Context: an optimization exercise on an open-source flow, tuned for small area, a short achievable clock period and few clock cycles. The choices shown serve that exercise and are no tape-out recipe. RTL that was checked went through simulation tests only; none was proved equivalent to the original. Only the layout flow was run in runs 1 to 5; the RTL was not checked for function there. Power and IR drop assume default switching activity.

==> design/flow/design.v <==
module demosaic(clk, reset, in_en, data_in, wr_r, addr_r, wdata_r, rdata_r, wr_g, addr_g, wdata_g, rdata_g, wr_b, addr_b, wdata_b, rdata_b, done);
input clk;
input reset;
input in_en;
input [7:0] data_in;
output reg wr_r;
output reg [13:0] addr_r;
output reg [7:0] wdata_r;
input [7:0] rdata_r;
output reg wr_g;
output reg [13:0] addr_g;
output reg [7:0] wdata_g;
input [7:0] rdata_g;
output reg wr_b;
output reg [13:0] addr_b;
output reg [7:0] wdata_b;
input [7:0] rdata_b;
output reg done;
localparam M_STREAM = 2'd0, M_LAST = 2'd1, M_POST = 2'd2;
reg [1:0] mode;
reg [13:0] pos;
reg [5:0] s;      
reg [5:0] sm;     
reg [5:0] c6;     
reg pre;          
reg q0, q1, q2;   
reg [7:0] te_a, te_b, de_a, de_b, ue, mo_p, mo_q, uo, to_p, to_q, do_, me_a, me_b;
wire [6:0] x = pos[13:7];
wire [6:0] y = pos[6:0];
wire is_r = ~x[0] &  y[0];
wire is_b =  x[0] & ~y[0];
wire is_g = ~(is_r | is_b);
wire [6:0] ym2 = y - 7'd2;
wire [6:0] xb  = x[0] ? x - 7'd2 : x + 7'd2;
wire [13:0] s_addr_r = {is_g ? xb : x, is_r ? y : ym2};
wire [13:0] s_addr_g = {is_b ? xb : x, is_g ? y : ym2};
wire [13:0] s_addr_b = {is_r ? xb : x, is_b ? y : ym2};
wire post = (mode == M_POST) & ~done;
wire last = (&c6) & ~pre;
wire fin  = q1 & last & (s == 6'd62);
wire [5:0] c6p1 = c6 + 6'd1;
wire [5:0] c6p2 = c6 + 6'd2;
wire [5:0] smp1 = sm + 6'd1;
wire [9:0] sr0 = (uo & {8{~q0}}) + (mo_p & {8{~q1}}) + mo_q;
wire [9:0] tr  = sr0 + (rdata_b & {8{q2}});
wire [7:0] sum_r = q2 ? tr[9:2] : tr[8:1];
wire [7:0] g1 = q2 ? ue : do_;
wire [7:0] g3 = q2 ? to_p : me_a;
wire [9:0] tg = (g1 + me_b) + (g3 + to_q);
wire [7:0] sum_g = tg[9:2];
wire [9:0] sb0 = (te_a & {8{~q2}}) + (te_b & {8{~q0}}) + (de_a & {8{q1}}) + (de_b & {8{~q0}});
wire [9:0] tb  = sb0 + (rdata_r & {8{q0}});
wire [7:0] sum_b = q1 ? tb[9:2] : tb[8:1];
always @(posedge clk or posedge reset) begin
    if (reset) begin
        mode <= M_STREAM;
        done <= 1'b0;
    end else begin
        case (mode)
            M_STREAM: if (in_en && (&pos)) mode <= M_LAST;
            M_LAST:   mode <= M_POST;
            default:  if (post && fin) done <= 1'b1;
        endcase
    end
end
always @(posedge clk) begin
    if (reset) begin
        pos <= 14'd0;
        wr_r <= 1'b0; wr_g <= 1'b0; wr_b <= 1'b0;
    end else if (mode == M_STREAM) begin
        wr_r <= in_en; wr_g <= in_en; wr_b <= in_en;
        if (in_en) pos <= pos + 14'd1;
    end else if (mode == M_LAST) begin
        wr_r <= 1'b0; wr_g <= 1'b0; wr_b <= 1'b0;
        s <= 6'd63; sm <= 6'd0; c6 <= 6'd63; pre <= 1'b0;
        q0 <= 1'b0; q1 <= 1'b1; q2 <= 1'b0;
    end else if (post) begin
        q0 <= q2 | (q1 & last);
        q1 <= q0;
        q2 <= q1 & ~last;
        if (q1 & last) begin
            s <= s + 6'd1; sm <= smp1; pre <= 1'b1;
        end
        if (q2) begin
            pre <= 1'b0; c6 <= c6p1;
        end
        wr_r <= (q0 & ~pre) | (q1 & ~last & ~pre) | q2;
        wr_g <= (q0 & ~pre & ~last) | q2;
        wr_b <= (q0 & ~pre & ~last) | (q1 & ~last & ~pre) | q2;
    end else begin
        wr_r <= 1'b0; wr_g <= 1'b0; wr_b <= 1'b0;
    end
end
always @(posedge clk) begin
    if (post) begin
        if (q0) begin
            te_b <= rdata_r; de_b <= rdata_g;
        end
        if (q1) begin
            ue <= rdata_r;
            mo_p <= mo_q; mo_q <= rdata_g;
            to_p <= to_q; to_q <= rdata_b;
            if (last) me_b <= rdata_g;
        end
        if (q2) begin
            do_ <= rdata_r; uo <= rdata_b;
            me_a <= me_b; me_b <= rdata_g;
            te_a <= te_b; de_a <= de_b;
        end
    end
end
always @(posedge clk) begin
    if (mode == M_STREAM) begin
        addr_r <= s_addr_r; addr_g <= s_addr_g; addr_b <= s_addr_b;
        wdata_r <= data_in; wdata_g <= data_in; wdata_b <= data_in;
    end else begin
        if (q0 | mode[0]) begin
            addr_r <= {sm, 1'b0, c6, 1'b0};
            addr_g <= mode[0] ? {7'd2, 7'd0} : last ? {smp1, 8'd0} : {sm, 1'b0, c6, 1'b1};
            addr_b <= {s, 1'b1, c6, 1'b1};
        end else if (q1 & ~last) begin
            addr_r <= {s, 1'b1, c6, 1'b1};
            addr_g <= {sm, 1'b0, c6p2, 1'b0};
            addr_b <= {sm, 1'b0, c6, 1'b1};
        end else begin
            addr_r <= {q2 ? s : sm, 1'b1, q2 ? c6p1 : c6, 1'b0};
            addr_g <= {q2 ? s : sm, 1'b1, q2 ? c6p1 : c6, 1'b0};
            addr_b <= {sm, 1'b0, c6p1, 1'b0};
        end
        wdata_r <= sum_r; wdata_g <= sum_g; wdata_b <= sum_b;
    end
end
endmodule
==> design/flow/run.sh <==
#!/bin/bash
# synth_recipe.tcl (not shown) runs the flow's synth.tcl, then flattens the netlist and writes it again
# the make line also repeats each setting of config.mk as NAME=value (left out here)
make -C /OpenROAD-flow-scripts/flow DESIGN_CONFIG=/design/flow/config.mk WORK_HOME=/design/flow/orfs CLKGATE_MAP_FILE= SYNTH_SCRIPT=/design/flow/synth_recipe.tcl finish
==> design/flow/config.mk <==
export PLATFORM = sky130hd
export DESIGN_NAME = demosaic
export DESIGN_NICKNAME = demosaic
export VERILOG_FILES = /design/flow/design.v
export SDC_FILE = /design/flow/constraint.sdc
export NUM_CORES = 4
export LEC_CHECK = 0
export ABC_CLOCK_PERIOD_IN_PS = 2500
export CAP_MARGIN = 20
export CORE_MARGIN = 2
export CORE_UTILIZATION = 40
export SETUP_SLACK_MARGIN = 3
export SLEW_MARGIN = 20
==> design/flow/constraint.sdc <==
create_clock -name core_clock -period 5.5 [get_ports {clk}]
set_input_delay 1.1000 -clock core_clock [delete_from_list [all_inputs] [get_ports {clk}]]
set_output_delay 1.1000 -clock core_clock [all_outputs]
set_load 0.01 [all_outputs]
==> results_dict.tcl, run 1 <==
set metrics [dict create \
    status "complete, no violations" \
    yosysWarnings 1 \
    clk_pin_slew_ns 0.07 \
    grt_pass1_vias 7905 \
    gp_congestion 0.815 \
    drv_slew 0 \
    drive_gt1_share_pct 20.8 \
    grt_max_degree 41 \
    ctsHoldBuffers 0 \
    regToRegStartpoint "q0" \
    portBuffers 104 \
    stdcell_area_sq_um 14900 \
    crit_fanout 4 \
    crit_path_end_kind "flip-flop" \
    fmax_mhz 259 \
    worst_slew_pin_slew_ns 0.983 \
    path_class "reg2reg" \
    gr-usage-met3_pct 2.24 \
    timing.hold.ws_ns 0.446 \
    cp.arrival_ns 4.27 \
    hp-class "reg2reg" \
    die_y_um 172 \
    num_vias 8211 \
    cts_root_buf "clkbuf_16" \
    holdPathStages 0 \
    rsz0062_at_grt "yes" \
    cts_sinks 212 \
    core_sq_um 27900 \
    p_leak_nw 6.17 \
    cts_buffer_depth 3 \
    cts_buffers 24 \
    wl_um 29300 \
    required_ns 5.92 \
    ant_nets 0 \
    cts_max_level 1 \
    fp-row-count 61 \
    rr_worst_depth 17 \
    setup_ws_ns 1.64 \
    reg2reg_setup_slack_ns 1.64 \
    ys.flop_type "edfxtp_1" \
    area_growth_pct 30.9 \
    rr_endpoint "wdata_b[3]" \
    drc_errors 0 \
    relSlewSlack_pct 34.5 \
    met2_usage_pct 34.8 \
    ys_seq_area_share_pct 48.6 \
    clk_latency_ns 0.53 \
    fin_util_pct 53.3 \
    setup_viol 0 \
    cts_tree "done" \
    initial_core_util_pct 40.7 \
    first_pass_iters 5 \
    die_area_sq_um 29700 \
    synth_area_per_cell_sq_um 10.9 \
    dpl_cell_area_sq_um 12900 \
    synthCells 1041 \
    power.density_nw_per_um2 245 \
    skew_ns 0.0128 \
    vias_per_cell 5.18 \
    syn_area_sq_um 11300 \
    syn_nets 1171 \
    synth_seq_cells 212 \
    crit_start "q0" \
    hold_viol 0 \
    cap_violations 0 \
    dp_worst_setup_slack_ns 1.30 \
    wl_per_cell_um 18.5 \
    met1_usage_pct 25.5 \
    ioPinCount 105 \
    overflow 0 \
    synth_edf_count 126 \
    async_flop_share_pct 1.42 \
    final_common_cell "edfxtp_1" \
    grt_pass1_wl_um 44600 \
    setup.worst_path.start_class "flip-flop" \
    endpoint "wdata_b[3]" \
    dieWidth_um 172 \
    synth.distinct_cells 68 \
    period_minus_slack_ns 3.86 \
    nets 1320 \
    grt.total_usage_pct 19.7 \
    drt-initial-drc-count 727 \
    num_antenna_cells 0 \
    dp_hpwl_um 19800 \
    grt-busiest-layer "met2" \
    fin_tns_setup_ns 0 \
    layout_common_cells "edfxtp_1, nand2_1, dfxtp_1, nor2_1, clkdlybuf4s50_1" \
    finalCritPeriodShare_pct 70.1 \
    peakVddDrop_mv 0.235 \
    antenna_found_initial 0 \
]
[synth_stat cells, types with 5 or more instances]
cell type / number / area (sq um)
mux2i_1: 16 / 160
a221oi_1: 5 / 43.8
clkbuf_1: 38 / 143
nand2b_1: 19 / 119
nor3_1: 9 / 45.0
buf_2: 13 / 65.1
a31oi_1: 6 / 37.5
a211oi_1: 5 / 37.5
edfxtp_1: 126 / 3780
dfxtp_1: 83 / 1660
a21o_1: 8 / 60.1
fa_1: 56 / 1120
xnor2_1: 32 / 280
a21oi_1: 52 / 260
xor2_1: 37 / 324
inv_1: 74 / 278
and2_1: 15 / 93.8
or3_1: 9 / 56.3
nor2_1: 85 / 319
nor2b_1: 33 / 206
o21ai_0: 49 / 245
nand2_1: 94 / 353
mux2_2: 18 / 203
nand3_1: 23 / 115
and3_1: 8 / 50.1
ha_1: 39 / 488
[timing repair]
| action | in CTS | in global routing |
|---|---|---|
| setup buffers | 40 | 25 |
| gates resized for setup | 74 | 79 |
| pin swaps | 37 | 51 |
| gates cloned | 2 | 1 |
| endpoints found under the setup margin | 175 | 99 |
[worst min-delay path by stage]
stage                  from      end
CTS                 mo_q[7]  mo_p[7]
floorplan           te_b[3]  te_a[3]
detailed placement  te_b[1]  te_a[1]
finish              mo_q[7]  mo_p[7]
global placement    de_b[3]  de_a[3]
global route        mo_q[1]  mo_p[1]
[stage by stage]
step                      instances  power [mW]
after global placement         1474        1.99
final                          1586        3.64
after global routing           1586        3.76
after CTS                      1560        3.67
after floorplan                1041        1.86
after detailed placement       1474        1.99
[final cells by class]
type,instances,area [sq um]
clock buffers,33,727
clock inverters,11,114
fillers,2424,13000
inverters,74,282
multi-input cells,696,5890
flip-flops and latches,212,5530
well taps,378,473
repair buffers,182,1840
[sequential cells by signal, summed over array words and instances (netlist names), 14 cells and up]
| name | count |
|---|---|
| addr_b | 14 |
| pos | 14 |
| addr_r | 14 |
| addr_g | 14 |
[worst max-delay path: stages, from the launching register on]
cell and delay [ns]:
edfxtp_1 0.46, buf_6 0.15, nor2b_4 0.04, fa_1 0.51, inv_2 0.04, fa_1 0.50, inv_1 0.05, fa_1 0.49
ha_2 0.19, inv_2 0.04, fa_2 0.41, nor2b_4 0.14, buf_4 0.11, o21ai_1 0.05, nand2b_1 0.11, xnor2_2 0.13
mux2i_1 0.11, o21ba_2 0.20
[kinds of logic after synthesis]
family          after synthesis  synth area share, %
compound gates              184                 10.5
xor+xnor                     69                 5.33
fa+ha+maj                    95                 14.2
buf+inv                     134                 4.78
flops                       212                 48.6
mux                          34                 3.20
simple gates                313                 13.3
[power by group]
group          total [mW]  internal, mW  leakage (nW)  switching, mW
clock network        1.68          1.02         0.422          0.656
logic               0.247         0.129          3.89          0.118
registers            1.72          1.71          1.85         0.0116
[metal layers]
metal	routed length [um]	vias to the layer above
met1	12300	4042
met5	0	-
li1	-	3889
met3	1200	54
met4	992	0
met2	14800	226
==> run 2: changes to the inputs <==
--- a/design/flow/design.v
+++ b/design/flow/design.v
@@ -24,7 +24,12 @@
 reg [5:0] c6;     
 reg pre;          
 reg q0, q1, q2;   
-reg [7:0] te_a, te_b, de_a, de_b, ue, mo_p, mo_q, uo, to_p, to_q, do_, me_a, me_b;
+reg [7:0] mo_p, mo_q, uo;    
+reg [8:0] vr;                
+reg [7:0] to_q, me_b;        
+reg [8:0] p1, p2;            
+reg [7:0] te;                
+reg [8:0] w_a, w_b;          
 wire [6:0] x = pos[13:7];
 wire [6:0] y = pos[6:0];
 wire is_r = ~x[0] &  y[0];
@@ -41,16 +46,14 @@
 wire [5:0] c6p1 = c6 + 6'd1;
 wire [5:0] c6p2 = c6 + 6'd2;
 wire [5:0] smp1 = sm + 6'd1;
-wire [9:0] sr0 = (uo & {8{~q0}}) + (mo_p & {8{~q1}}) + mo_q;
-wire [9:0] tr  = sr0 + (rdata_b & {8{q2}});
+wire [8:0] ra = q0 ? {1'b0, mo_p} : q1 ? {1'b0, uo} : vr;
+wire [9:0] tr = ra + mo_q + (rdata_b & {8{q2}});
 wire [7:0] sum_r = q2 ? tr[9:2] : tr[8:1];
-wire [7:0] g1 = q2 ? ue : do_;
-wire [7:0] g3 = q2 ? to_p : me_a;
-wire [9:0] tg = (g1 + me_b) + (g3 + to_q);
+wire [9:0] tg = p1 + p2;
 wire [7:0] sum_g = tg[9:2];
-wire [9:0] sb0 = (te_a & {8{~q2}}) + (te_b & {8{~q0}}) + (de_a & {8{q1}}) + (de_b & {8{~q0}});
-wire [9:0] tb  = sb0 + (rdata_r & {8{q0}});
-wire [7:0] sum_b = q1 ? tb[9:2] : tb[8:1];
+wire [8:0] bl = te + rdata_r;
+wire [9:0] bd = w_a + w_b;
+wire [7:0] sum_b = q0 ? bl[8:1] : q1 ? bd[9:2] : w_b[8:1];
 always @(posedge clk or posedge reset) begin
     if (reset) begin
         mode <= M_STREAM;
@@ -94,18 +97,23 @@
 always @(posedge clk) begin
     if (post) begin
         if (q0) begin
-            te_b <= rdata_r; de_b <= rdata_g;
+            te <= rdata_r;
+            w_b <= rdata_r + rdata_g;
         end
         if (q1) begin
-            ue <= rdata_r;
             mo_p <= mo_q; mo_q <= rdata_g;
-            to_p <= to_q; to_q <= rdata_b;
+            vr <= tr[8:0];
+            to_q <= rdata_b;
             if (last) me_b <= rdata_g;
         end
         if (q2) begin
-            do_ <= rdata_r; uo <= rdata_b;
-            me_a <= me_b; me_b <= rdata_g;
-            te_a <= te_b; de_a <= de_b;
+            uo <= rdata_b;
+            me_b <= rdata_g;
+            w_a <= w_b;
+        end
+        if (q1 | q2) begin
+            p1 <= me_b + to_q;
+            p2 <= rdata_r + (q1 ? rdata_b : rdata_g);
         end
     end
 end
==> run 2 against run 1 <==
Effect of this change:
- clock skew is essentially flat
- synthesized cell count grew 1.5%
- area after synthesis shrank 4.3%
- worst hold slack gained 0.0013 ns
- still clean
- non-clock buffer count shrank 32
- count of clock-buffer cells in the layout shrank 1
- largest power group unchanged
- critical path depth shrank 6
- register-to-register slack gained 0.90 ns
- fmax grew 29%
- core utilization shrank 2.8 points
==> results_dict.tcl, run 2 <==
set metrics [dict create \
    status "complete, no violations" \
    yosysTopAreaCell "edfxtp_1" \
    portBuffers 104 \
    fin_tns_setup_ns 0 \
    syn_area_sq_um 10900 \
    clk_pin_slew_ns 0.06 \
    synth_top_cell_area_share_pct 31.8 \
    worst_slew_pin_slew_ns 0.812 \
    synth.distinct_cells 68 \
    drv_slew 0 \
    power.density_nw_per_um2 335 \
    cts_sinks 201 \
    relSlewSlack_pct 45.9 \
    p_leak_nw 5.43 \
    nets 1297 \
    stdcell_area_sq_um 13500 \
    cts_buffer_depth 3 \
    num_vias 8276 \
    required_ns 5.94 \
    cap_violations 0 \
    grt.total_usage_pct 19.7 \
    crit_fanout 5 \
    cp.arrival_ns 3.43 \
    hold_viol 0 \
    path_class "in2reg" \
    drt-initial-drc-count 602 \
    min-delay-start "mo_q[0]" \
    gp_congestion 0.838 \
    holdPathEnd "mo_p[0]" \
    die_area_sq_um 28500 \
    yosys-top-cells-count "edfxtp_1, nor2_1, nand2_1" \
    synth_area_per_cell_sq_um 10.3 \
    rr_endpoint "wdata_r[6]" \
    holdPathStages 0 \
    yosysWarnings 1 \
    initial_core_util_pct 40.5 \
    layout_common_cells "edfxtp_1, nand2_1, nor2_1, dfxtp_1, clkdlybuf4s50_1" \
    rsz0062_at_grt "yes" \
    drc_errors 0 \
    area_growth_pct 24.6 \
    cts_tree "done" \
    cts_root_buf "clkbuf_16" \
    ys.flop_type "edfxtp_1" \
    timing.hold.ws_ns 0.448 \
    overflow 0 \
    grt_pass1_wl_um 44100 \
    synth_edf_count 115 \
    wl_um 28500 \
    skew_ns 0.0131 \
    synth_area_leaders "edfxtp_1, dfxtp_1, ha_1" \
    slowest_delay_ns 0.49 \
    ys_seq_area_share_pct 47.8 \
    fp-row-count 60 \
    reg2reg_setup_slack_ns 2.54 \
    dpl_cell_area_sq_um 12200 \
    drive_gt1_share_pct 14.9 \
    num_antenna_cells 0 \
    first_pass_iters 5 \
    synth_seq_cells 201 \
    regToRegStartpoint "q1" \
    dieWidth_um 169 \
    crit_path_end_kind "flip-flop" \
    wl_per_cell_um 18.5 \
    synthCells 1057 \
    cts_buffers 23 \
    die_y_um 169 \
    peakVddDrop_mv 0.266 \
    async_flop_share_pct 1.49 \
    path_cells "dlygate4sd2_1 > and2_1 > fa_1 > ha_4 > o21a_1 > o31a_1 > o31a_1 > buf_6 > nor2_4 > nand2_1 > a31oi_1" \
    rr_worst_depth 14 \
    hp-class "reg2reg" \
    finalCritPeriodShare_pct 54.4 \
    ant_nets 0 \
    ioPinCount 105 \
    period_minus_slack_ns 2.99 \
    core_sq_um 26800 \
    grt_max_degree 52 \
    clk_latency_ns 0.52 \
    dp_hpwl_um 20400 \
    setup.worst_path.start_class "input port" \
    final_common_cell "edfxtp_1" \
    vias_per_cell 5.38 \
    fmax_mhz 334 \
    crit_slowest_cell "fa_1" \
    synth.most_common_cell "edfxtp_1" \
    fillers 2415 \
    grt_pass1_vias 7841 \
    cts_max_level 1 \
    critPathMostFrequentCell "o31a_1" \
    syn_nets 1175 \
    setup_viol 0 \
    antenna_found_initial 1 \
]
==> run 2: timing repair <==
| action | 4_1_cts | 5_1_grt |
|---|---|---|
| hold buffers | 0 | 0 |
| resized for setup | 91 | 46 |
| endpoints found under the setup margin | 181 | 56 |
| buffers inserted | 24 | 14 |
| pin swaps | 18 | 21 |
==> run 2: layout make-up <==
class / instances / area (sq um) / area share (%)
clock buffer: 32 / 651 / 4.81
clock inverter: 10 / 66.3 / 0.490
inverter: 39 / 154 / 1.14
multi-input combinational: 764 / 5630 / 41.6
sequential: 201 / 5200 / 38.4
tap: 341 / 427 / 3.15
timing repair buffer: 150 / 1410 / 10.4
==> run 2: worst max-delay path by stage <==
stage	from	endpoint	slack [ns]	depth (start not counted)
global route	q1	wdata_r[6]	2.34	12
detailed placement	rdata_b[1]	wdata_r[7]	1.71	12
finish	rdata_b[4]	wdata_r[6]	2.51	11
floorplan	rdata_b[1]	wdata_r[7]	2.39	11
CTS	q1	wdata_r[7]	2.60	13
global placement	rdata_b[1]	wdata_r[7]	1.73	12
==> run 2: where the power goes <==
group / switching, mW / leakage, nW / total (mW) / internal (mW)
Sequential: 0.0880 / 1.85 / 1.90 / 1.82
Combinational: 0.600 / 3.22 / 1.17 / 0.574
Clock: 0.623 / 0.354 / 1.46 / 0.835
Total: 1.31 / 5.43 / 4.54 / 3.23
==> run 2: layer usage <==
| layer | part of all wire [%] | global-route usage (%) |
|---|---|---|
| met1 | 44 | 25.8 |
| met2 | 47 | 33.3 |
| met3 | 5.4 | 3.06 |
| met4 | 3.4 | 6.78 |
| met5 | 0.056 | 0 |
==> run 2: logic make-up (layout without fill, tap and decap cells) <==
| group | after synthesis | in the layout | synth area share [%] |
|---|---|---|---|
| compound gates | 235 | 235 | 13.7 |
| xor+xnor | 87 | 87 | 7.09 |
| fa+ha+maj | 83 | 83 | 10.5 |
| buf+inv | 92 | 231 | 3.46 |
| flops | 201 | 201 | 47.8 |
| mux | 43 | 43 | 4.08 |
| simple gates | 316 | 316 | 13.4 |
==> run 2: metrics by stage <==
stage	power [mW]	utilization, %	setup slack [ns]	cells
6_report	4.54	50.5	2.51	1537
4_1_cts	4.53	49.6	2.60	1523
2_1_floorplan	2.56	-	2.39	1057
3_5_place_dp	2.99	45.7	1.71	1457
5_1_grt	4.77	50.5	2.34	1537
3_3_place_gp	2.98	45.7	1.73	1457
==> run 2: worst max-delay path: cells and delay by family <==
kind | cells | cell delay [ns]
fa+ha+maj | 2 | 0.78
simple gates | 3 | 0.31
buf+inv | 2 | 0.42
compound gates | 4 | 0.82
==> run 3: changes to the inputs <==
==> design/flow/flow/run.sh (new file) <==
#!/bin/bash
# Standard layout, but with small port buffers instead of the delay-cell
# default that buffer_ports picks.
cp standard.sh standard_sh_copy.log
export BUFFER_PORTS_ARGS="-buffer_cell sky130_fd_sc_hd__buf_2"
bash standard.sh > standard.log 2>&1
==> design/flow/standard.sh (new file) <==
#!/bin/bash
# synth_recipe.tcl (not shown) runs the flow's synth.tcl, then flattens the netlist and writes it again
# the make line also repeats each setting of config.mk as NAME=value (left out here)
make -C /OpenROAD-flow-scripts/flow DESIGN_CONFIG=/design/flow/config.mk WORK_HOME=/design/flow/orfs CLKGATE_MAP_FILE= SYNTH_SCRIPT=/design/flow/synth_recipe.tcl "${@:-finish}"
removed: design/flow/run.sh
==> run 3 against run 2 <==
Effect of this change:
- total power shrank 1.3%
- cell area decreased by 3.4%
- sequential share of layout area increased by 1.4 points
- worst hold slack better by 0.0082 ns
- global-route usage is 0.36 points higher
- first-iteration DRC count decreased by 8.5%
- core utilization is 1.7 points lower
- synthesized cell count did not move
- clock skew shrank 0.00082 ns
- sequential cell count unchanged
==> results_dict.tcl, run 3 <==
set metrics [dict create \
    synth_compound_area_share_pct 13.7 \
    synth_edf_count 115 \
    overflow 0 \
    ioPinCount 105 \
    die_y_um 169 \
    cts_root_buf "clkbuf_16" \
    synthSimpleGateAreaFrac_pct 13.4 \
    path_cells "buf_12 > mux2i_1 > nor2_1 > a21oi_1 > fa_2 > inv_1 > ha_2 > inv_2 > fa_2 > nor2b_2 > o31a_1 > o31a_1 > buf_4 > nor2_2 > buf_4" \
    syn_area_sq_um 10900 \
    synth_top_family_by_area "compound AO/OA/AOI/OAI gates" \
    p_seq_share_pct 42.5 \
    final_common_cell "edfxtp_1" \
    drv_slew 0 \
    holdPathStages 0 \
    cts_max_level 1 \
    fmax_mhz 328 \
    swShare_pct 29.0 \
    setup_viol 0 \
    num_antenna_cells 0 \
    drive_gt1_share_pct 22.1 \
    power.density_nw_per_um2 343 \
    dp_hpwl_um 20500 \
    clk_latency_ns 0.51 \
    antenna_found_initial 0 \
    peakVddDrop_mv 0.222 \
    synth_seq_cells 201 \
    die_area_sq_um 28500 \
    intPower_mw 3.18 \
    wl_um 29200 \
    synth_area_leaders "edfxtp_1, dfxtp_1, ha_1" \
    wl_per_cell_um 18.9 \
    synth.distinct_cells 68 \
    syn_nets 1175 \
    layout_common_cells "edfxtp_1, buf_2, nand2_1, nor2_1, dfxtp_1" \
    area_growth_pct 20.3 \
    cp.arrival_ns 3.33 \
    hold_viol 0 \
    p_leak_nw 5.32 \
    grt.total_usage_pct 20.1 \
    dpl_cell_area_sq_um 11700 \
    rsz0062_at_grt "yes" \
    min-delay-start "mo_q[0]" \
    yosysWarnings 1 \
    reg2reg_setup_slack_ns 2.45 \
    p_switching_mw 1.30 \
    multi_input_area_sq_um 5580 \
    holdPathEnd "mo_p[0]" \
    fillers 2464 \
    p_clk_share_pct 32.9 \
    synthXorXnorAreaFrac_pct 7.09 \
    nets 1303 \
    crit_start "q1" \
    cap_violations 0 \
    vias_per_cell 5.45 \
    synth_fa_ha_area_share_pct 10.5 \
    dieWidth_um 169 \
    crit_path_end_kind "flip-flop" \
    skew_ns 0.0123 \
    grt_max_degree 34 \
    fin_util_pct 48.7 \
    ctsHoldBuffers 0 \
    regToRegStartpoint "q1" \
    gp_congestion 0.870 \
    num_vias 8406 \
    ys_seq_area_share_pct 47.8 \
    grt_pass1_wl_um 44700 \
    cts_sinks 201 \
    synth.most_common_cell "edfxtp_1" \
    status "complete, no violations" \
    hp-class "reg2reg" \
    fp-row-count 60 \
    crit_fanout 6 \
    stdcell_area_sq_um 13100 \
    required_ns 5.78 \
    yosys-top-cells-count "edfxtp_1, nor2_1, nand2_1" \
    ys.flop_type "edfxtp_1" \
    worst_slew_pin_slew_ns 0.686 \
    relSlewSlack_pct 54.2 \
    first_pass_iters 5 \
    synth_top_cell_area_share_pct 31.8 \
    slowest_delay_ns 0.45 \
    ant_nets 0 \
    initial_core_util_pct 40.5 \
    combPwrFrac_pct 24.6 \
    async_flop_share_pct 1.49 \
    rr_endpoint "vr[7]" \
    cts_buffers 23 \
    grt_pass1_vias 7906 \
    core_sq_um 26800 \
    yosysTopAreaCell "edfxtp_1" \
    portBuffers 104 \
    synth_area_per_cell_sq_um 10.3 \
    period_minus_slack_ns 3.05 \
    cts_tree "done" \
    path_class "reg2reg" \
    rr_worst_depth 15 \
    drc_errors 0 \
    regArea_sq_um 5200 \
    setup.worst_path.start_class "flip-flop" \
    finalCritPeriodShare_pct 55.4 \
    muxShareOfSynthArea_pct 4.08 \
    crit_slowest_cell "edfxtp_1" \
    cts_buffer_depth 3 \
    drt-initial-drc-count 551 \
    synthCells 1057 \
    timing.hold.ws_ns 0.456 \
    clk_pin_slew_ns 0.07 \
    fin_tns_setup_ns 0 \
]
==> run 3: how the worst max path moves through the flow <==
stage	endpoint	slack [ns]	cells past startpoint
2_1_floorplan	wdata_r[7]	2.39	11
3_3_place_gp	wdata_r[7]	2.11	10
3_5_place_dp	wdata_r[7]	1.87	10
4_1_cts	wdata_r[7]	2.50	13
5_1_grt	wdata_r[7]	2.36	15
6_report	vr[7]	2.45	15
==> run 3: final cells by class <==
cell class | count | area share [%]
clock inverter | 6 | 0.306
timing repair buffer | 154 | 7.51
tap | 341 | 3.27
inverter | 39 | 1.18
multi-input combinational | 766 | 42.7
clock buffer | 35 | 5.23
sequential | 201 | 39.8
==> run 3: timing repair <==
item,in CTS,in global routing
endpoints found under the setup margin,174,99
gates resized for setup,40,19
cloned,2,1
pin swaps,29,22
buffers inserted,31,10
hold endpoints to repair,0,0
==> run 3: critical path: cells and delay by family (launching register included) <==
kind / cells / cell delay [ns]
multiplexers: 1 / 0.12
AND/OR/NAND/NOR: 3 / 0.34
AO/OA/AOI/OAI: 3 / 0.47
adder cells (fa/ha/maj): 3 / 0.89
flip-flops: 1 / 0.45
buffers and inverters: 5 / 0.54
==> run 3: routing by layer <==
metal / track usage, % / vias to the layer above / routed length [um]
met2: 33.7 / 265 / 13700
met3: 2.64 / 66 / 1440
met4: 6.60 / 0 / 1080
li1: - / 4064 / -
met5: 0 / - / 0
met1: 26.8 / 4011 / 12900
==> run 3: power by group through the flow <==
stage	Combinational, mW	Clock, mW	Sequential, mW
2_1_floorplan	0.608	0	1.95
3_3_place_gp	0.935	0	1.94
3_5_place_dp	0.949	0	1.94
4_1_cts	1.06	1.51	1.90
5_1_grt	1.21	1.56	1.92
6_report	1.10	1.47	1.90
==> run 3: metrics by stage <==
step	std cells	power [mW]	setup WS, ns
6_report	1542	4.48	2.45
5_1_grt	1542	4.69	2.36
4_1_cts	1531	4.47	2.50
3_5_place_dp	1457	2.89	1.87
3_3_place_gp	1457	2.87	2.11
2_1_floorplan	1057	2.56	2.39
==> run 3: cell families after synthesis <==
logic type / count (synthesis)
multiplexers: 43
adder cells (fa/ha/maj): 83
AND/OR/NAND/NOR: 316
AO/OA/AOI/OAI: 235
buffers and inverters: 92
XOR/XNOR: 87
flip-flops: 201
==> run 4: changes to the inputs <==
--- a/design/flow/design.v
+++ b/design/flow/design.v
@@ -19,13 +19,11 @@
 localparam M_STREAM = 2'd0, M_LAST = 2'd1, M_POST = 2'd2;
 reg [1:0] mode;
 reg [13:0] pos;
-reg [5:0] s;      
-reg [5:0] sm;     
-reg [5:0] c6;     
 reg pre;          
+reg last;         
 reg q0, q1, q2;   
 reg [7:0] mo_p, mo_q, uo;    
-reg [8:0] vr;                
+reg [9:0] vm;                
 reg [7:0] to_q, me_b;        
 reg [8:0] p1, p2;            
 reg [7:0] te;                
@@ -41,14 +39,16 @@
 wire [13:0] s_addr_g = {is_b ? xb : x, is_g ? y : ym2};
 wire [13:0] s_addr_b = {is_r ? xb : x, is_b ? y : ym2};
 wire post = (mode == M_POST) & ~done;
-wire last = (&c6) & ~pre;
-wire fin  = q1 & last & (s == 6'd62);
+wire [5:0] s  = pos[13:8];
+wire [5:0] c6 = pos[5:0];
+wire [5:0] sm = s + 6'd1;      
+wire [5:0] smp1 = s + 6'd2;
 wire [5:0] c6p1 = c6 + 6'd1;
 wire [5:0] c6p2 = c6 + 6'd2;
-wire [5:0] smp1 = sm + 6'd1;
-wire [8:0] ra = q0 ? {1'b0, mo_p} : q1 ? {1'b0, uo} : vr;
-wire [9:0] tr = ra + mo_q + (rdata_b & {8{q2}});
-wire [7:0] sum_r = q2 ? tr[9:2] : tr[8:1];
+wire fin = q1 & last & (s == 6'd62);
+wire [8:0] ra = (q0 ? mo_p : uo) + mo_q;
+wire [9:0] rd = vm + rdata_b;
+wire [7:0] sum_r = q2 ? rd[9:2] : ra[8:1];
 wire [9:0] tg = p1 + p2;
 wire [7:0] sum_g = tg[9:2];
 wire [8:0] bl = te + rdata_r;
@@ -75,17 +75,18 @@
         if (in_en) pos <= pos + 14'd1;
     end else if (mode == M_LAST) begin
         wr_r <= 1'b0; wr_g <= 1'b0; wr_b <= 1'b0;
-        s <= 6'd63; sm <= 6'd0; c6 <= 6'd63; pre <= 1'b0;
+        pos <= {6'd63, 2'd0, 6'd63};
+        pre <= 1'b0; last <= 1'b1;
         q0 <= 1'b0; q1 <= 1'b1; q2 <= 1'b0;
     end else if (post) begin
         q0 <= q2 | (q1 & last);
         q1 <= q0;
         q2 <= q1 & ~last;
         if (q1 & last) begin
-            s <= s + 6'd1; sm <= smp1; pre <= 1'b1;
+            pos[13:8] <= sm; pre <= 1'b1; last <= 1'b0;
         end
         if (q2) begin
-            pre <= 1'b0; c6 <= c6p1;
+            pre <= 1'b0; pos[5:0] <= c6p1; last <= (c6 == 6'd62);
         end
         wr_r <= (q0 & ~pre) | (q1 & ~last & ~pre) | q2;
         wr_g <= (q0 & ~pre & ~last) | q2;
@@ -95,26 +96,24 @@
     end
 end
 always @(posedge clk) begin
-    if (post) begin
-        if (q0) begin
-            te <= rdata_r;
-            w_b <= rdata_r + rdata_g;
-        end
-        if (q1) begin
-            mo_p <= mo_q; mo_q <= rdata_g;
-            vr <= tr[8:0];
-            to_q <= rdata_b;
-            if (last) me_b <= rdata_g;
-        end
-        if (q2) begin
-            uo <= rdata_b;
-            me_b <= rdata_g;
-            w_a <= w_b;
-        end
-        if (q1 | q2) begin
-            p1 <= me_b + to_q;
-            p2 <= rdata_r + (q1 ? rdata_b : rdata_g);
-        end
+    if (q0) begin
+        te <= rdata_r;
+        w_b <= rdata_r + rdata_g;
+    end
+    if (q1) begin
+        mo_p <= mo_q; mo_q <= rdata_g;
+        vm <= ra + rdata_g;
+        to_q <= rdata_b;
+        if (last) me_b <= rdata_g;
+    end
+    if (q2) begin
+        uo <= rdata_b;
+        me_b <= rdata_g;
+        w_a <= w_b;
+    end
+    if (q1 | q2) begin
+        p1 <= me_b + to_q;
+        p2 <= rdata_r + (q1 ? rdata_b : rdata_g);
     end
 end
 always @(posedge clk) begin
==> design/flow/flow/run.sh (replaced) <==
#!/bin/bash
# Standard layout, but with small port buffers instead of the delay-cell
# default that buffer_ports picks.
cp standard.sh standard_sh_copy.log
export BUFFER_PORTS_ARGS="-buffer_cell sky130_fd_sc_hd__buf_1"
bash standard.sh > standard.log 2>&1
==> run 4 against run 3 <==
Effect of this change:
- still clean
- count of clock-buffer cells in the layout decreased by 17
- register-to-register slack got worse by 0.02 ns
- combinational power fell by 49%
- sequential power fell by 17%
- setup slack got worse by 0.022 ns
- global-route usage fell by 0.068 points
- clock skew rose by 0.0015 ns
- highest routed layer unchanged
==> results_dict.tcl, run 4 <==
set metrics [dict create \
    area_growth_pct 17.7 \
    crit_start "q0" \
    fillers 2388 \
    portBuffers 104 \
    setup_ws_ns 2.43 \
    cts_buffers 17 \
    yosysWarnings 1 \
    critPathTopFamily "adder cells" \
    fin_util_pct 47.7 \
    worst-path-stages 12 \
    num_antenna_cells 0 \
    syn_area_sq_um 10500 \
    rr_endpoint "vm[8]" \
    synth_fa_ha_area_share_pct 11.1 \
    grt_max_degree 56 \
    ys_seq_area_share_pct 45.0 \
    crit_path_end_kind "flip-flop" \
    cp.arrival_ns 3.26 \
    dp_worst_setup_slack_ns 2.02 \
    num_vias 8372 \
    synth_seq_cells 185 \
    initial_core_util_pct 40.5 \
    drt-initial-drc-count 707 \
    synth.distinct_cells 74 \
    yosysTopAreaCell "edfxtp_1" \
    grt_pass1_vias 8028 \
    ant_nets 0 \
    grt.total_usage_pct 20.0 \
    fp-row-count 59 \
    p_leak_nw 4.76 \
    setup_viol 0 \
    clk_pin_slew_ns 0.07 \
    rsz0062_at_grt "yes" \
    cap_violations 0 \
    cts_sinks 185 \
    path_cells "mux2_4 > ha_4 > fa_2 > a211oi_2 > o21ai_1 > a21oi_2 > xnor2_2 > ha_1 > or2_4 > a21oi_2 > a21oi_1 > xnor2_1" \
    ys.flop_type "edfxtp_1" \
    endpoint "vm[8]" \
    overflow 0 \
    skew_ns 0.0138 \
    critPathMostFrequentCell "a21oi_2" \
    synth_top_cell_area_share_pct 28.4 \
    die_y_um 166 \
    synth_area_leaders "edfxtp_1, dfxtp_1, ha_1" \
    gp_congestion 0.872 \
    critical_path_buf_inv_count 0 \
    wl_um 27800 \
    rr_worst_depth 12 \
    cts_tree "done" \
    nets 1283 \
    wl_per_cell_um 18.4 \
    regToRegStartpoint "q0" \
    period_minus_slack_ns 3.07 \
    drv_slew 0 \
    ioPinCount 105 \
    dp_hpwl_um 19300 \
    synthXorXnorAreaFrac_pct 7.36 \
    reg2reg_setup_slack_ns 2.43 \
    dieWidth_um 166 \
    path_class "reg2reg" \
    antenna_found_initial 0 \
    hold_viol 0 \
    synth_area_per_cell_sq_um 9.86 \
    status "complete, no violations" \
    synthCells 1061 \
    async_flop_share_pct 1.62 \
    drc_errors 0 \
    synth_edf_count 99 \
    setup.worst_path.start_class "flip-flop" \
    cts_max_level 4 \
    peakVddDrop_mv 0.159 \
    first_pass_iters 5 \
    yosys-top-cells-count "edfxtp_1, a21oi_1, nor2_1" \
    synth_top_family_by_area "compound AO/OA/AOI/OAI gates" \
    fin_tns_setup_ns 0 \
    slowest_delay_ns 0.47 \
    clk_latency_ns 0.44 \
    syn_nets 1185 \
    synth_compound_area_share_pct 16.7 \
    required_ns 5.69 \
    fmax_mhz 326 \
    crit_slowest_cell "edfxtp_1" \
    stdcell_area_sq_um 12300 \
    cts_root_buf "clkbuf_16" \
    relSlewSlack_pct 38.6 \
    core_sq_um 25800 \
    ctsHoldBuffers 0 \
    power.density_nw_per_um2 279 \
    grt_pass1_wl_um 43500 \
    dpl_cell_area_sq_um 11200 \
    drive_gt1_share_pct 13.4 \
    synthSimpleGateAreaFrac_pct 13.3 \
    finalPower_mw 3.43 \
    final_common_cell "edfxtp_1" \
    hp-class "reg2reg" \
    crit_fanout 3 \
    worst_slew_pin_slew_ns 0.921 \
    finalCritPeriodShare_pct 55.8 \
    vias_per_cell 5.56 \
    die_area_sq_um 27500 \
    synth.most_common_cell "edfxtp_1" \
    layout_common_cells "edfxtp_1, buf_1, nor2_1, nand2_1, dfxtp_1" \
    muxShareOfSynthArea_pct 2.89 \
    cts_buffer_depth 2 \
]
## run 4: what timing repair did
action	in CTS	in global routing
gates cloned	2	0
pin swaps	20	26
resized for setup	25	29
buffers inserted	15	8
endpoints found under the setup margin	32	27
## run 4: routing by layer
metal	GRT usage, %	vias up	wire length (um)
li1	-	4053	-
met1	28.5	4041	13000
met2	31.8	254	12800
met3	3.29	24	1600
met4	5.07	0	355
met5	0	-	0
## run 4: worst min path at each step
stage | end | slack [ns] | cells after the start | from
after floorplan | mo_p[5] | 0.43 | 0 | mo_q[5]
after global placement | mo_p[7] | 0.45 | 0 | mo_q[7]
after detailed placement | mo_p[7] | 0.45 | 0 | mo_q[7]
after CTS | mo_p[7] | 0.47 | 0 | mo_q[7]
after global routing | mo_p[7] | 0.50 | 0 | mo_q[7]
final | mo_p[7] | 0.46 | 0 | mo_q[7]
## run 4: logic make-up after synthesis
group                      count (synthesis)
and+or+nand+nor                          299
muxes                                     28
adders and majority gates                 89
DFF                                      185
AOI/OAI and AO/OA                        280
buffers and inverters                     92
xor gates and xnor gates                  88
## run 4: per-stage QoR
stage,hold WS (ns),instances
floorplan,0.433,1061
global placement,0.445,1450
finish,0.465,1507
CTS,0.466,1499
global route,0.499,1507
detailed placement,0.449,1450
## run 4: final cells by class
class | count | area, sq um | share of cell area [%]
clock buffers | 18 | 429 | 3.48
clock inverters | 14 | 191 | 1.55
inverters | 36 | 138 | 1.12
multi-input cells | 784 | 5700 | 46.3
flip-flops and latches | 185 | 4710 | 38.3
well taps | 335 | 419 | 3.40
repair buffers | 135 | 731 | 5.93
## run 4: power by group
| part | internal [mW] | switching [mW] | total, mW |
|---|---|---|---|
| logic | 0.254 | 0.303 | 0.556 |
| registers | 1.54 | 0.0321 | 1.57 |
| clock network | 0.728 | 0.578 | 1.31 |
==> run 5: changes to the inputs <==
==> design/flow/flow/run.sh (replaced) <==
#!/bin/bash
# Standard layout, but with small port buffers instead of the delay-cell
# default that buffer_ports picks.
cp standard.sh standard_sh_copy.log
export BUFFER_PORTS_ARGS="-buffer_cell sky130_fd_sc_hd__buf_2"
bash standard.sh > standard.log 2>&1
==> run 5 against run 4 <==
Effect of this change:
- still clean on timing, DRC and antenna
- die area unchanged
- clock skew increased by 0.0015 ns
- cell area increased by 3.3%
- routed wire length decreased by 0.50%
- largest cell class unchanged
==> results_dict.tcl, run 5 <==
set metrics [dict create \
    vias_per_cell 5.49 \
    p_switching_mw 0.895 \
    wl_um 27600 \
    ys.flop_type "edfxtp_1" \
    core_sq_um 25800 \
    worst_slew_pin_slew_ns 0.757 \
    p_clk_share_pct 40.0 \
    nets 1303 \
    multi_input_area_sq_um 5740 \
    intPower_mw 2.68 \
    reg2reg_setup_slack_ns 2.34 \
    dieWidth_um 166 \
    cts_tree "done" \
    fmax_mhz 317 \
    setup.worst_path.start_class "flip-flop" \
    syn_nets 1185 \
    gr-usage-met3_pct 3.41 \
    cts_max_level 4 \
    dp_hpwl_um 19300 \
    cap_violations 0 \
    synth_area_per_cell_sq_um 9.86 \
    min-delay-start "mo_q[7]" \
    clk_pin_slew_ns 0.08 \
    met1_usage_pct 28.4 \
    synth_edf_count 99 \
    grt_max_degree 56 \
    portBuffers 104 \
    async_flop_share_pct 1.62 \
    synth.distinct_cells 74 \
    skew_ns 0.0153 \
    path_class "reg2reg" \
    first_pass_iters 5 \
    holdPathStages 0 \
    rr_endpoint "vm[8]" \
    ioPinCount 105 \
    crit_fanout 4 \
    num_vias 8389 \
    ctsHoldBuffers 0 \
    peakVddDrop_mv 0.166 \
    yosysWarnings 1 \
    cp.arrival_ns 3.35 \
    timing.hold.ws_ns 0.469 \
    drv_slew 0 \
    cts_buffer_depth 2 \
    period_minus_slack_ns 3.16 \
    required_ns 5.69 \
    die_y_um 166 \
    yosys-top-cells-count "edfxtp_1, a21oi_1, nor2_1" \
    cts_root_buf "clkbuf_16" \
    regToRegStartpoint "q0" \
    fp-row-count 59 \
    die_area_sq_um 27500 \
    grt_pass1_wl_um 43900 \
    fillers 2407 \
    syn_area_sq_um 10500 \
    overflow 0 \
    num_antenna_cells 0 \
    ant_nets 0 \
    gp_congestion 0.901 \
    grt-busiest-layer "met2" \
    cts_buffers 17 \
    synth_seq_cells 185 \
    grt.total_usage_pct 20.1 \
    hold_viol 0 \
    synth.most_common_cell "edfxtp_1" \
    synth_area_leaders "edfxtp_1, dfxtp_1, ha_1" \
    holdPathEnd "mo_p[7]" \
    finalCritPeriodShare_pct 57.4 \
    p_seq_share_pct 43.9 \
    clk_latency_ns 0.44 \
    synth_top_cell_area_share_pct 28.4 \
    area_growth_pct 21.5 \
    fin_tns_setup_ns 0 \
    initial_core_util_pct 40.5 \
    status "complete, no violations" \
    regArea_sq_um 4710 \
    power.density_nw_per_um2 281 \
    finalPower_mw 3.57 \
    fin_util_pct 49.2 \
    hp-class "reg2reg" \
    antenna_found_initial 1 \
    cts_sinks 185 \
    final_common_cell "buf_2" \
    rsz0062_at_grt "yes" \
    rr_worst_depth 12 \
    p_leak_nw 5.21 \
    relSlewSlack_pct 49.5 \
    yosysTopAreaCell "edfxtp_1" \
    drive_gt1_share_pct 23.7 \
    combPwrFrac_pct 16.1 \
    grt_pass1_vias 8230 \
    swShare_pct 25.1 \
    met2_usage_pct 31.7 \
    layout_common_cells "buf_2, edfxtp_1, nor2_1, nand2_1, dfxtp_1" \
    synthCells 1061 \
    crit_path_end_kind "flip-flop" \
    drt-initial-drc-count 529 \
    ys_seq_area_share_pct 45.0 \
    drc_errors 0 \
    setup_viol 0 \
    wl_per_cell_um 18.1 \
]
run 5: cell count changes in the layout (fill, tap and decap cells not counted), sizes merged:
cell | previous run | this run
clkinv | 7 | 3
bufinv | 3 | 6
buf | 131 | 152
clkbuf | 20 | 19
inv | 38 | 39
run 5: power by group through the flow:
stage	clock [mW]	sequential [mW]	combinational (mW)
6_report	1.43	1.57	0.574
3_3_place_gp	0	1.60	0.513
2_1_floorplan	0	1.61	0.369
4_1_cts	1.45	1.57	0.554
3_5_place_dp	0	1.60	0.522
5_1_grt	1.51	1.58	0.637
run 5: what timing repair did:
item	CTS	global route
pin swaps	31	23
setup endpoints to repair	22	40
gates resized for setup	27	37
gates cloned	2	0
setup buffers	33	9
hold endpoints to repair	0	0
run 5: cells by family after synthesis:
| family | Yosys count | synth area share, % |
|---|---|---|
| AND/OR/NAND/NOR | 299 | 13.3 |
| AO/OA/AOI/OAI | 280 | 16.7 |
| flip-flops | 185 | 45.0 |
| buffers and inverters | 92 | 3.66 |
| adder cells (fa/ha/maj) | 89 | 11.1 |
| XOR/XNOR | 88 | 7.36 |
| multiplexers | 28 | 2.89 |
run 5: per-layer routing:
layer / up-vias / share of wire (%)
li1: 4086 / -
met1: 4011 / 47
met2: 259 / 46
met3: 31 / 5.3
met4: 2 / 1.7
met5: - / 0.047
run 5: worst max path at each step:
stage          startpoint    end  slack, ns  depth (start not counted)
2_1_floorplan          q0  vm[8]       1.89                         14
3_3_place_gp           q0  vm[8]       2.21                         12
3_5_place_dp           q0  vm[8]       2.11                         12
4_1_cts                q0  vm[8]       2.42                         12
5_1_grt                q0  vm[9]       2.23                         12
6_report               q0  vm[8]       2.34                         12
run 5: layout make-up:
class                      count  area share [%]
clock inverter                14            2.04
multi-input combinational    784            45.2
tap                          335            3.30
sequential                   185            37.1
clock buffer                  18            3.37
inverter                      36            1.13
timing repair buffer         155            7.96
run 5: worst max-delay path: stages (launching register included):
cell and delay [ns]:
edfxtp_1 0.47, buf_4 0.18, mux2_4 0.32, fa_2 0.40, a211oi_2 0.25, o21ai_1 0.11, a21oi_2 0.19, xnor2_2 0.15
ha_1 0.28, or2_4 0.25, a21oi_2 0.12, a21oi_1 0.06, xnor2_1 0.13
run 5: metrics by stage:
stage          setup slack, ns  cells  instance area, sq um
3_5_place_dp              2.11   1451                 11400
6_report                  2.34   1527                 12700
4_1_cts                   2.42   1518                 12500
2_1_floorplan             1.89   1061                 10700
5_1_grt                   2.23   1527                 12700
3_3_place_gp              2.21   1451                 11400
==> run 6: changes to the inputs <==
--- a/design/flow/design.v
+++ b/design/flow/design.v
@@ -23,6 +23,7 @@
 reg last;         
 reg q0, q1, q2;   
 reg [7:0] mo_p, mo_q, uo;    
+reg [8:0] vr;                
 reg [9:0] vm;                
 reg [7:0] to_q, me_b;        
 reg [8:0] p1, p2;            
@@ -46,9 +47,9 @@
 wire [5:0] c6p1 = c6 + 6'd1;
 wire [5:0] c6p2 = c6 + 6'd2;
 wire fin = q1 & last & (s == 6'd62);
-wire [8:0] ra = (q0 ? mo_p : uo) + mo_q;
+wire [8:0] rl = mo_p + mo_q;
 wire [9:0] rd = vm + rdata_b;
-wire [7:0] sum_r = q2 ? rd[9:2] : ra[8:1];
+wire [7:0] sum_r = q0 ? rl[8:1] : q1 ? vr[8:1] : rd[9:2];
 wire [9:0] tg = p1 + p2;
 wire [7:0] sum_g = tg[9:2];
 wire [8:0] bl = te + rdata_r;
@@ -96,25 +97,21 @@
     end
 end
 always @(posedge clk) begin
-    if (q0) begin
-        te <= rdata_r;
-        w_b <= rdata_r + rdata_g;
-    end
+    if (q0) te <= rdata_r;
     if (q1) begin
         mo_p <= mo_q; mo_q <= rdata_g;
-        vm <= ra + rdata_g;
         to_q <= rdata_b;
-        if (last) me_b <= rdata_g;
     end
-    if (q2) begin
-        uo <= rdata_b;
-        me_b <= rdata_g;
-        w_a <= w_b;
-    end
-    if (q1 | q2) begin
-        p1 <= me_b + to_q;
-        p2 <= rdata_r + (q1 ? rdata_b : rdata_g);
-    end
+    if (q2) uo <= rdata_b;
+    if (q2 | (q1 & last)) me_b <= rdata_g;
+end
+always @(posedge clk) begin
+    w_b <= q0 ? rdata_r + rdata_g : w_b;
+    w_a <= w_b;                         
+    vr  <= uo + mo_q;                   
+    vm  <= vr + rdata_g;                
+    p1  <= me_b + to_q;                 
+    p2  <= rdata_r + (q1 ? rdata_b : rdata_g);
 end
 always @(posedge clk) begin
     if (mode == M_STREAM) begin
==> design/flow/flow/run.sh (replaced) <==
#!/bin/bash
# Standard layout, but with small port buffers instead of the delay-cell
# default that buffer_ports picks.
cp standard.sh standard_sh_copy.log
export BUFFER_PORTS_ARGS="-buffer_cell sky130_fd_sc_hd__buf_1"
bash standard.sh > standard.log 2>&1
==> run 6 against run 5 <==
Effect of this change:
- still clean
- worst hold slack got worse by 0.062 ns
- cell count fell by 0.20%
- sequential share of layout area up 0.95 points
- critical path type is now in2reg
==> results_dict.tcl, run 6 <==
set metrics [dict create \
    final_common_cell "dfxtp_1" \
    fp-row-count 59 \
    fillers 2481 \
    crit_fanout 5 \
    relSlewSlack_pct 33.0 \
    drive_gt1_share_pct 10.1 \
    setup.worst_path.start_class "input port" \
    cts_tree "done" \
    synth_top_cell_area_share_pct 24.8 \
    wl_per_cell_um 17.8 \
    hp-class "reg2reg" \
    stdcell_area_sq_um 11900 \
    cts_buffers 17 \
    synth.most_common_cell "dfxtp_1" \
    min-delay-start "w_b[0]" \
    grt_pass1_vias 7804 \
    yosysWarnings 1 \
    crit_start "rdata_g[0]" \
    synthCells 1089 \
    cp.arrival_ns 2.78 \
    core_sq_um 25800 \
    worst_slew_pin_slew_ns 1.00 \
    setup_viol 0 \
    num_vias 8489 \
    drc_errors 0 \
    placed_cells 1480 \
    p_leak_nw 4.64 \
    num_antenna_cells 0 \
    cts_max_level 4 \
    synth_seq_cells 194 \
    first_pass_iters 5 \
    crit_slowest_cell "fa_2" \
    cts_root_buf "clkbuf_16" \
    antenna_found_initial 0 \
    rsz0062_at_grt "yes" \
    path_cells "buf_8 > mux2_4 > ha_4 > fa_2 > a21o_1 > a21oi_2 > o21bai_1 > a21oi_2 > xnor2_1" \
    skew_ns 0.0181 \
    power.density_nw_per_um2 345 \
    clk_latency_ns 0.45 \
    cts_sinks 194 \
    peakVddDrop_mv 0.167 \
    syn_nets 1219 \
    die_y_um 165 \
    status "complete, no violations" \
    ant_nets 0 \
    wl_um 27100 \
    grt.total_usage_pct 20.0 \
    slowest_delay_ns 0.35 \
    hold_viol 0 \
    area_growth_pct 14.6 \
    synth.distinct_cells 73 \
    cap_violations 0 \
    synth_area_per_cell_sq_um 9.55 \
    yosys-top-cells-count "dfxtp_1, nand2_1, nor2_1" \
    path_class "in2reg" \
    grt_max_degree 68 \
    grt_pass1_wl_um 42200 \
    dieWidth_um 165 \
    overflow 0 \
    drv_slew 0 \
    fin_tns_setup_ns 0 \
    drt-initial-drc-count 618 \
    layout_common_cells "dfxtp_1, nand2_1, buf_1, nor2_1, o21ai_0" \
    ctsHoldBuffers 0 \
    ys_seq_area_share_pct 43.5 \
    dp_hpwl_um 19400 \
    regToRegStartpoint "q1" \
    required_ns 5.83 \
    initial_core_util_pct 40.3 \
    synth_edf_count 62 \
    synth_area_leaders "dfxtp_1, edfxtp_1, ha_1" \
    vias_per_cell 5.57 \
    final_cells 1524 \
    gp_congestion 0.893 \
    fmax_mhz 407 \
    period_minus_slack_ns 2.46 \
    crit_path_end_kind "flip-flop" \
    async_flop_share_pct 1.55 \
    clk_pin_slew_ns 0.08 \
    syn_area_sq_um 10400 \
    cts_buffer_depth 2 \
    dpl_cell_area_sq_um 11100 \
    critPathMostFrequentCell "a21oi_2" \
    nets 1306 \
    portBuffers 104 \
    die_area_sq_um 27300 \
    ys.flop_type "dfxtp_1" \
    yosysTopAreaCell "dfxtp_1" \
    ioPinCount 105 \
    finalCritPeriodShare_pct 44.7 \
]
## run 6: cell types whose count changed after synthesis, sizes merged, moves of 5 or more
cell    previous run  this run
o31ai              3         9
mux2              18         8
nand2b            18        12
edfxtp            99        62
ha                83        88
inv               35        27
o22ai              5        11
dfxtp             83       129
nand2             93       101
xnor2             66        59
o21ai             71        93
## run 6: stage by stage
stage	util, %	total power [mW]	setup WS [ns]	hold slack, ns
after global routing	46.2	4.33	2.98	0.426
after CTS	45.4	4.09	2.92	0.408
after floorplan	-	2.55	2.72	0.366
final	46.2	4.11	3.04	0.406
after detailed placement	43.0	2.84	2.16	0.386
after global placement	43.0	2.82	2.20	0.381
## run 6: layout make-up
class | count | area (sq um) | area share, %
sequential | 194 | 4530 | 38.0
multi-input combinational | 813 | 5670 | 47.6
clock buffer | 20 | 468 | 3.93
inverter | 28 | 105 | 0.882
clock inverter | 12 | 116 | 0.977
timing repair buffer | 122 | 604 | 5.07
tap | 335 | 419 | 3.52
## run 6: critical path: cells and delay by family
kind / cells / cell delay, ns
AO/OA/AOI/OAI: 4 / 0.68
adder cells (fa/ha/maj): 2 / 0.52
multiplexers: 1 / 0.28
buffers and inverters: 1 / 0.11
XOR/XNOR: 1 / 0.09
## run 6: final timing paths
check | end | slack, ns | depth (start not counted)
min in group asynchronous | mode[1] | 0.97 | 2
worst min-delay path | w_a[0] | 0.41 | 0
worst max-delay path | p2[6] | 3.04 | 9
worst max register to register | p2[6] | 3.06 | 9
max in group asynchronous | mode[0] | 4.34 | 2
worst min register to register | w_a[0] | 0.41 | 0
## run 6: cell families after synthesis
| logic type | share of synthesized area (%) |
|---|---|
| multiplexers | 2.21 |
| adder cells (fa/ha/maj) | 11.9 |
| flip-flops | 43.5 |
| XOR/XNOR | 6.91 |
| buffers and inverters | 3.30 |
| AND/OR/NAND/NOR | 13.0 |
| AO/OA/AOI/OAI | 19.2 |
## run 6: metal layers
layer | wire [um] | track usage [%]
met2 | 12500 | 31.5
met1 | 12600 | 28.7
met4 | 342 | 5.61
met5 | 0 | 0
met3 | 1740 | 2.90
## run 6: power breakdown
group	internal, mW	total (mW)	leakage [nW]	switching, mW
Combinational	0.464	1.08	2.64	0.613
Clock	0.639	1.25	0.291	0.610
Sequential	1.69	1.78	1.72	0.0913
Total	2.79	4.11	4.64	1.31
## run 6: what timing repair did
item,in CTS,in global routing
buffers inserted,0,10
gates cloned,0,2
endpoints found under the setup margin,14,28
resized for setup,10,36
pin swaps,0,11
Testbench counts of run 6, summed over its fixed seeds: cycles 457,760.
==> run 7: changes to the inputs <==
--- a/design/flow/config.mk
+++ b/design/flow/config.mk
@@ -8,6 +8,7 @@
 export ABC_CLOCK_PERIOD_IN_PS = 2500
 export CAP_MARGIN = 20
 export CORE_MARGIN = 2
-export CORE_UTILIZATION = 40
+export CORE_UTILIZATION = 55
+export CTS_BUF_LIST = sky130_fd_sc_hd__clkbuf_8
 export SETUP_SLACK_MARGIN = 3
 export SLEW_MARGIN = 20
==> run 7 against run 6 <==
Effect of this change:
- cell count decreased by 7.1%
- count of clock-buffer cells in the layout decreased by 3
- non-clock buffer count down 8
- sequential cell count unchanged
- clock skew rose by 0.0041 ns
- worst hold slack worse by 0.0028 ns
- register-to-register slack better by 0.07 ns
- via count down 1.4%
==> results_dict.tcl, run 7 <==
set metrics [dict create \
    status "complete, no violations" \
    met2_usage_pct 39.6 \
    cap_violations 0 \
    drive_gt1_share_pct 8.80 \
    drt-initial-drc-count 735 \
    syn_area_sq_um 10400 \
    hp-class "reg2reg" \
    wl_per_cell_um 18.4 \
    ys.flop_type "dfxtp_1" \
    vias_per_cell 5.91 \
    die_area_sq_um 20000 \
    final_cells 1416 \
    yosysWarnings 1 \
    overflow 0 \
    async_flop_share_pct 1.55 \
    wl_um 26000 \
    yosysTopAreaCell "dfxtp_1" \
    antenna_found_initial 0 \
    num_antenna_cells 0 \
    clk_pin_slew_ns 0.10 \
    grt_pass1_vias 7946 \
    dp_hpwl_um 18600 \
    grt.total_usage_pct 26.7 \
    fin_util_pct 61.2 \
    power.density_nw_per_um2 324 \
    fmax_mhz 406 \
    skew_ns 0.0222 \
    drv_slew 0 \
    synth_seq_cells 194 \
    first_pass_iters 5 \
    nets 1299 \
    grt_pass1_wl_um 41500 \
    p_leak_nw 4.47 \
    cts_buffer_depth 2 \
    yosys-top-cells-count "dfxtp_1, nand2_1, nor2_1" \
    finalPower_mw 3.70 \
    cts_sinks 194 \
    synth_edf_count 62 \
    cts_buffers 17 \
    cts_root_buf "clkbuf_8" \
    worst_slew_pin_slew_ns 1.06 \
    die_y_um 141 \
    cp.arrival_ns 2.86 \
    synth.distinct_cells 73 \
    final_common_cell "dfxtp_1" \
    syn_nets 1219 \
    portBuffers 104 \
    dpl_cell_area_sq_um 11000 \
    grt_max_degree 50 \
    layout_common_cells "dfxtp_1, nand2_1, buf_1, nor2_1" \
    ys_seq_area_share_pct 43.5 \
    setup_viol 0 \
    crit_path_end_kind "flip-flop" \
    crit_fanout 5 \
    peakVddDrop_mv 0.217 \
    grt-busiest-layer "met1" \
    stdcell_area_sq_um 11400 \
    placed_cells 1379 \
    fp-row-count 50 \
    synth_area_leaders "dfxtp_1, edfxtp_1, ha_1" \
    gp_congestion 0.876 \
    synth_top_cell_area_share_pct 24.8 \
    synthXorXnorAreaFrac_pct 6.91 \
    required_ns 5.90 \
    synth_area_per_cell_sq_um 9.55 \
    fin_tns_setup_ns 0 \
    path_class "in2reg" \
    synthCells 1089 \
    synth_compound_area_share_pct 19.2 \
    met1_usage_pct 40.0 \
    relSlewSlack_pct 29.4 \
    num_vias 8370 \
    initial_core_util_pct 55.8 \
    synth.most_common_cell "dfxtp_1" \
    synthSimpleGateAreaFrac_pct 13.0 \
    cts_tree "done" \
    finalCritPeriodShare_pct 44.8 \
    area_growth_pct 9.81 \
    drc_errors 0 \
    setup.worst_path.start_class "input port" \
    hold_viol 0 \
    rsz0062_at_grt "yes" \
    clk_latency_ns 0.48 \
    ant_nets 0 \
    ioPinCount 105 \
    gr-usage-met3_pct 5.30 \
    synth_top_family_by_area "compound AO/OA/AOI/OAI gates" \
    core_sq_um 18600 \
    dieWidth_um 141 \
    ctsHoldBuffers 0 \
    cts_max_level 4 \
    muxShareOfSynthArea_pct 2.21 \
    synth_fa_ha_area_share_pct 11.9 \
    period_minus_slack_ns 2.46 \
]
-- run 7: cell families after synthesis --
kind of cell	after synthesis
AOI/OAI and AO/OA	315
xor gates and xnor gates	82
adders and majority gates	95
buffers and inverters	82
DFF	194
muxes	22
and+or+nand+nor	299
-- run 7: cell type report --
class | count | area (sq um)
Clock inverter | 15 | 133
Sequential cell | 194 | 4530
Inverter | 28 | 105
Tap cell | 234 | 293
Clock buffer | 17 | 234
Timing Repair Buffer | 114 | 475
Fill cell | 1658 | 7230
Multi-Input combinational cell | 814 | 5650
-- run 7: stage by stage --
step / hold WS (ns) / setup WS [ns]
after floorplan: 0.366 / 2.72
after global placement: 0.383 / 2.24
after detailed placement: 0.386 / 2.13
after CTS: 0.410 / 3.02
after global routing: 0.424 / 3.00
final: 0.403 / 3.04
-- run 7: worst paths after layout --
| check | slack, ns | from | endpoint | cells past startpoint |
|---|---|---|---|---|
| worst max-delay path | 3.04 | rdata_g[0] | p2[6] | 9 |
| worst min-delay path | 0.40 | w_b[2] | w_a[2] | 0 |
| worst max register to register | 3.13 | q1 | p2[6] | 9 |
| worst min register to register | 0.40 | w_b[2] | w_a[2] | 0 |
| max in group asynchronous | 4.37 | reset | mode[0] | 2 |
| min in group asynchronous | 0.93 | reset | mode[1] | 2 |
-- run 7: worst max-delay path: stages --
cell	delay [ns]
clkbuf_2	0.14
mux2_4	0.30
ha_4	0.17
fa_2	0.39
a21o_1	0.17
a21oi_2	0.16
o21bai_1	0.10
a21oi_2	0.18
xnor2_1	0.14
-- run 7: repair_timing --
| item | CTS | global route |
|---|---|---|
| endpoints found under the hold margin | 0 | 0 |
| resized for setup | 6 | 20 |
| setup endpoints to repair | 45 | 29 |
| setup buffers | 3 | 1 |
| gates cloned | 1 | 0 |
| pin swaps | 1 | 4 |
-- run 7: metal layers --
metal,share of wire (%),routed length (um)
met3,6.7,1730
met4,1.2,325
met2,42,11100
met1,50,12900
met5,0,0
-- run 7: report_power, final --
group | internal, mW | switching [mW]
Clock | 0.362 | 0.537
Sequential | 1.69 | 0.0920
Combinational | 0.442 | 0.579
Total | 2.49 | 1.21

-- re-timing with driven ports --
No port has a modelled driver above. Below, the same layouts with a new extraction and two added sets of constraints.
Step 1 sets driving cells, clkbuf_16 on the clock port and buf_2 on the other inputs (assumed; they add their load-dependent delay and slew).
Step 2 also shifts input and output timing later by t, the mid clock arrival at the registers, as if the neighbouring blocks saw the same clock.
a / b / c = no drivers / after step 1 / after step 2; a / b = the first two.
run	shift t [ns]	slack for setup (ns)	worst hold slack (ns)	latest minus earliest clock arrival (ns)	worst register clock-pin slew, ns
run 1	0.570	1.644 / 1.644 / 1.464	0.446 / 0.446 / 0.446	0.014 / 0.015	0.07 / 0.07
run 2	0.561	2.510 / 2.542 / 1.981	0.448 / 0.448 / 0.448	0.016 / 0.016	0.06 / 0.06
run 3	0.551	2.452 / 2.452 / 1.967	0.456 / 0.456 / 0.456	0.013 / 0.012	0.07 / 0.07
run 4	0.479	2.430 / 2.430 / 2.430	0.465 / 0.465 / 0.465	0.015 / 0.015	0.08 / 0.08
run 5	0.483	2.342 / 2.342 / 2.342	0.469 / 0.469 / 0.469	0.018 / 0.018	0.08 / 0.08
run 6	0.482	3.044 / 3.043 / 2.561	0.406 / 0.406 / 0.406	0.019 / 0.020	0.08 / 0.08
run 7	0.514	3.036 / 3.056 / 2.542	0.403 / 0.403 / 0.403	0.022 / 0.022	0.11 / 0.11
After both steps setup and hold are still met in every run listed. For run 2, which loses most, drivers alone change the setup slack by +0.032 ns; drivers and shift together by -0.529 ns.
